Context: an optimization exercise on an open-source flow, tuned for small area. The choices shown serve that exercise and are no tape-out recipe.
Where RTL was checked, it was by simulation tests only, not by an equivalence proof against the original.

==> run a: inputs <==
==> flow/design.v (excerpt) <==
module uSFFT #(
    parameter BITWIDTH = 8,
    parameter BINPUT = 2
) (
    input wire iClk,
    input wire iRstN,
    input wire loadW,
    input wire iClr,
    input wire iAReal0,
    input wire iAImg0,
    input wire iAReal1,
    input wire iAImg1,
    input wire iBReal0,
    input wire iBImg0,
    input wire iBReal1,
    input wire iBImg1,
    input wire [BITWIDTH-1:0] iwReal,
    input wire [BITWIDTH-1:0] iwImg,
    output wire oCReal0,
    output wire oCImg0,
    output wire oCReal1,
    output wire oCImg1,
    output wire oDReal0,
    output wire oDImg0,
    output wire oDReal1,
    output wire oDImg1
);
    reg [7:0] wReal;
    reg [7:0] wImg;
    reg biZero;
    reg [3:0] cycT;  
    always@(posedge iClk or negedge iRstN) begin
        if(~iRstN) begin
            wReal <= 8'd0;
            wImg <= 8'd0;
        end else begin
            if(loadW) begin
                wReal <= iwReal;
                wImg <= iwImg;
            end
        end
    end
    always@(posedge iClk or negedge iRstN) begin
        if(~iRstN) begin
            biZero <= 1'b0;
        end else begin
            biZero <= ~biZero;
        end
    end
    always@(posedge iClk or negedge iRstN) begin
        if(~iRstN) begin
            cycT <= 4'd0;
        end else begin
            if(iClr) begin
                cycT <= 4'd0;
            end else begin
                cycT <= cycT + 4'd1;
            end
        end
    end
    wire mid1_Real0;
    wire mid1_Img0;
  ...
Settings: LEC_CHECK=0, CAP_MARGIN=20, CORE_MARGIN=2, CORE_UTILIZATION=40, CTS_BUF_LIST=sky130_fd_sc_hd__clkbuf_8, CTS_CLUSTER_DIAMETER=60, CTS_CLUSTER_SIZE=20, SLEW_MARGIN=20; clock period 4.0 ns.
standard.sh (not shown) runs the stock make flow with config.mk's settings and CLKGATE_MAP_FILE= SYNTH_SCRIPT=/design/flow/synth_recipe.tcl, a recipe that flattens the netlist after the stock synthesis.
==> flow/flow/run.sh <==
#!/bin/bash
# Own layout flow: the standard flow (standard.sh) with two changes.
#  - Synthesis maps the logic with an area-oriented ABC script (area.abc)
#    instead of ORFS's delay-oriented one, and without ORFS's pre-mapping
#    of full/half adders, so ABC sees all of the logic.
#  - The ports are buffered with the smallest buffer, buf_1.
#  - CTS builds the clock tree from clkbuf_8 without dummy loads.
# Everything else (the synthesis passes, register names, floorplan, power
# grid, placement, CTS, routing) is the standard flow.
set -euo pipefail
W=$(pwd)
F=$W/flow

# The standard flow's synthesis script, with its abc call given our script
{
  head -n 1 synth_recipe.tcl
  cat <<TCL
proc abc {args} {
  set i [lsearch \$args -script]
  if {\$i >= 0} {
    set args [lreplace \$args \$i [expr {\$i + 1}] -script $F/area.abc]
  }
  yosys abc {*}\$args
}
TCL
  tail -n +2 synth_recipe.tcl
} > own_synth.tcl

CTS="-sink_clustering_enable -repair_clock_nets -dont_use_dummy_load"
CTS="$CTS -sink_clustering_size 20 -sink_clustering_max_diameter 60"
CTS="$CTS -buf_list sky130_fd_sc_hd__clkbuf_8"

sed -e "s#SYNTH_SCRIPT=[^ ]*#SYNTH_SCRIPT=$W/own_synth.tcl ADDER_MAP_FILE= 'BUFFER_PORTS_ARGS=-buffer_cell sky130_fd_sc_hd__buf_1' 'CTS_ARGS=$CTS'#" \
  standard.sh > own_standard.sh

bash own_standard.sh > own_flow.log 2>&1
==> flow/flow/area.abc <==
strash
dch -f
amap
topo
==> run b: changes against run a <==
--- a/flow/design.v
+++ b/flow/design.v
@@ -42,62 +42,42 @@
 endmodule
 module uMUL_bi (
     input wire iClk,
     input wire iRstN,
     input wire iClr,
     input wire iA,
-    input wire [3:0] iT,
+    input wire [8:0] iT,
     input wire [7:0] iwReal,
     input wire [7:0] iwImg,
     output wire oMultReal,
     output wire oMultImg
 );
     reg [8:0] nBot;
-    reg [8:4] nTopHi;
-    wire [3:0] nTopLo = iT[3:0] - nBot[3:0];
-    wire [8:0] nTop = {nTopHi, nTopLo};
-    wire [8:0] n = iA ? nBot : nTop;
-    wire [8:0] nInc = n + 9'd1;
+    wire [8:0] n = iA ? nBot : (iT - nBot);
     wire [7:0] g = n[7:0] ^ n[8:1];
+    wire [7:0] seq = {g[0], g[1], g[2], g[3], g[4], g[5], g[6], g[7]};
     always@(posedge iClk or negedge iRstN) begin
         if(~iRstN) begin
             nBot <= 9'd0;
-            nTopHi <= 5'd0;
         end else begin
             if(iClr) begin
                 nBot <= 9'd0;
-                nTopHi <= 5'd0;
             end else begin
-                if(iA) begin
-                    nBot <= nInc;
-                end else begin
-                    nTopHi <= nInc[8:4];
-                end
+                nBot <= nBot + {8'd0, iA};
             end
         end
     end
-    wire [8:0] cR;
-    wire [8:0] cI;
-    assign cR[8] = 1'b0;
-    assign cI[8] = 1'b0;
-    genvar i;
-    generate
-        for (i = 0; i < 8; i = i + 1) begin : g_cmp
-            assign cR[i] = (iwReal[7-i] & ~g[i]) | (cR[i+1] & (iwReal[7-i] | ~g[i]));
-            assign cI[i] = (iwImg[7-i] & ~g[i]) | (cI[i+1] & (iwImg[7-i] | ~g[i]));
-        end
-    endgenerate
-    assign oMultReal = ~(iA ^ cR[0]);
-    assign oMultImg = ~(iA ^ cI[0]);
+    assign oMultReal = ~(iA ^ (iwReal > seq));
+    assign oMultImg = ~(iA ^ (iwImg > seq));
 endmodule
 module uButterfly (
     input wire iClk,
     input wire iRstN,
     input wire iClr,
     input wire iBiZero,
-    input wire [3:0] iT,
+    input wire [8:0] iT,
     input wire iReal0,
     input wire iImg0,
     input wire iReal1,
     input wire iImg1,
     input wire [7:0] iwReal,
     input wire [7:0] iwImg,
@@ -212,13 +192,13 @@
     output wire oDReal1,
     output wire oDImg1
 );
     reg [7:0] wReal;
     reg [7:0] wImg;
     reg biZero;
-    reg [3:0] cycT;  
+    reg [8:0] cycT;  
     always@(posedge iClk or negedge iRstN) begin
         if(~iRstN) begin
             wReal <= 8'd0;
             wImg <= 8'd0;
         end else begin
             if(loadW) begin
@@ -233,18 +213,18 @@
         end else begin
             biZero <= ~biZero;
         end
     end
     always@(posedge iClk or negedge iRstN) begin
         if(~iRstN) begin
-            cycT <= 4'd0;
+            cycT <= 9'd0;
         end else begin
             if(iClr) begin
-                cycT <= 4'd0;
+                cycT <= 9'd0;
             end else begin
-                cycT <= cycT + 4'd1;
+                cycT <= cycT + 9'd1;
             end
         end
     end
     wire mid1_Real0;
     wire mid1_Img0;
     wire mid1_Real1;
==> flow/run.sh (new file) <==
#!/bin/bash
# synth_recipe.tcl (not shown) runs the flow's synth.tcl, then flattens the netlist and writes it again
# the make line also repeats each setting of config.mk as NAME=value (left out here)
make -C /OpenROAD-flow-scripts/flow DESIGN_CONFIG=/design/flow/config.mk WORK_HOME=/design/flow/orfs CLKGATE_MAP_FILE= SYNTH_SCRIPT=/design/flow/synth_recipe.tcl finish
- CTS_BUF_LIST: sky130_fd_sc_hd__clkbuf_8 -> default
- CTS_CLUSTER_DIAMETER: 60 -> default
- CTS_CLUSTER_SIZE: 20 -> default
removed: flow/flow/run.sh
removed: flow/flow/area.abc
removed: flow/standard.sh
==> run summary <==
Run b ran to the end with violations: negative setup slack. Run a produced a clean layout.
Against run b, the worst setup slack of run a is higher by 420 ps.
In run a the synthesized cell count is lower than in run b, by 6.5%.
Between run b and run a, the lower via count is in run a (gap about 7%, measured against run a).
Of run b and run a, run a has the higher sequential cell count (gap 35).
Between run a and run b, the lower final area is in run a (gap 28%, measured against run b).
==> figures <==
metric                                                       run a                     run b
Run status                                          finished clean  finished with violations
Layout check failures                                            -      negative setup slack
Clk_buf instances                                               17                        19
Die Ht                                                    169.5 um                  191.7 um
Cell Area, Synth                                       10,950 um^2               14,090 um^2
Via count of the first global-routing pass                  10,030                    11,560
Simple logic cell fraction of the synthesized area          16.09%                    15.25%
Core Area                                              26,950 um^2               34,630 um^2
FILL cells                                                   2,692                     3,157
Clock Latency Late Sink                                     490 ps                    450 ps
Multiplexer share of the synthesized area                       0%                    1.545%
Worst hold margin                                         431.6 ps                  370.3 ps
Worst-path maximum fanout                                        7                         4
Function not checked in run a: the RTL went through the layout flow alone.

==> port drivers added, routing unchanged <==
In the flow no input, the clock included, has a driving cell. The finished layouts below were timed again as built, in two steps. Step 1, drivers: a clkbuf_16 drives iClk and a buf_2 each remaining input, both assumed. Step 2 moves the port delays by t, midway between the first and last clock arrival at a register: inputs arrive t later, outputs are due t later. That takes back most of the time a late clock gives input paths. Three values: ideal, step 1, step 2; two values: the first two.
run | shift t [ns] | slack for setup (ns) | clock arrival spread, ns | slew at the worst register clock pin (ns) | cell pins on the clock port's net
run a | 0.515 | 0.289 / 0.289 / -0.056 | 0.048 / 0.048 | 0.12 / 0.12 | 1
run b | 0.489 | -0.131 / -0.131 / -0.131 | 0.013 / 0.013 | 0.07 / 0.07 | 1
With both steps, setup timing fails in run a, where it was met with ideal ports. The setup slack of run a, which loses most, moves by 0.000 ns with the drivers and by -0.345 ns with both steps.
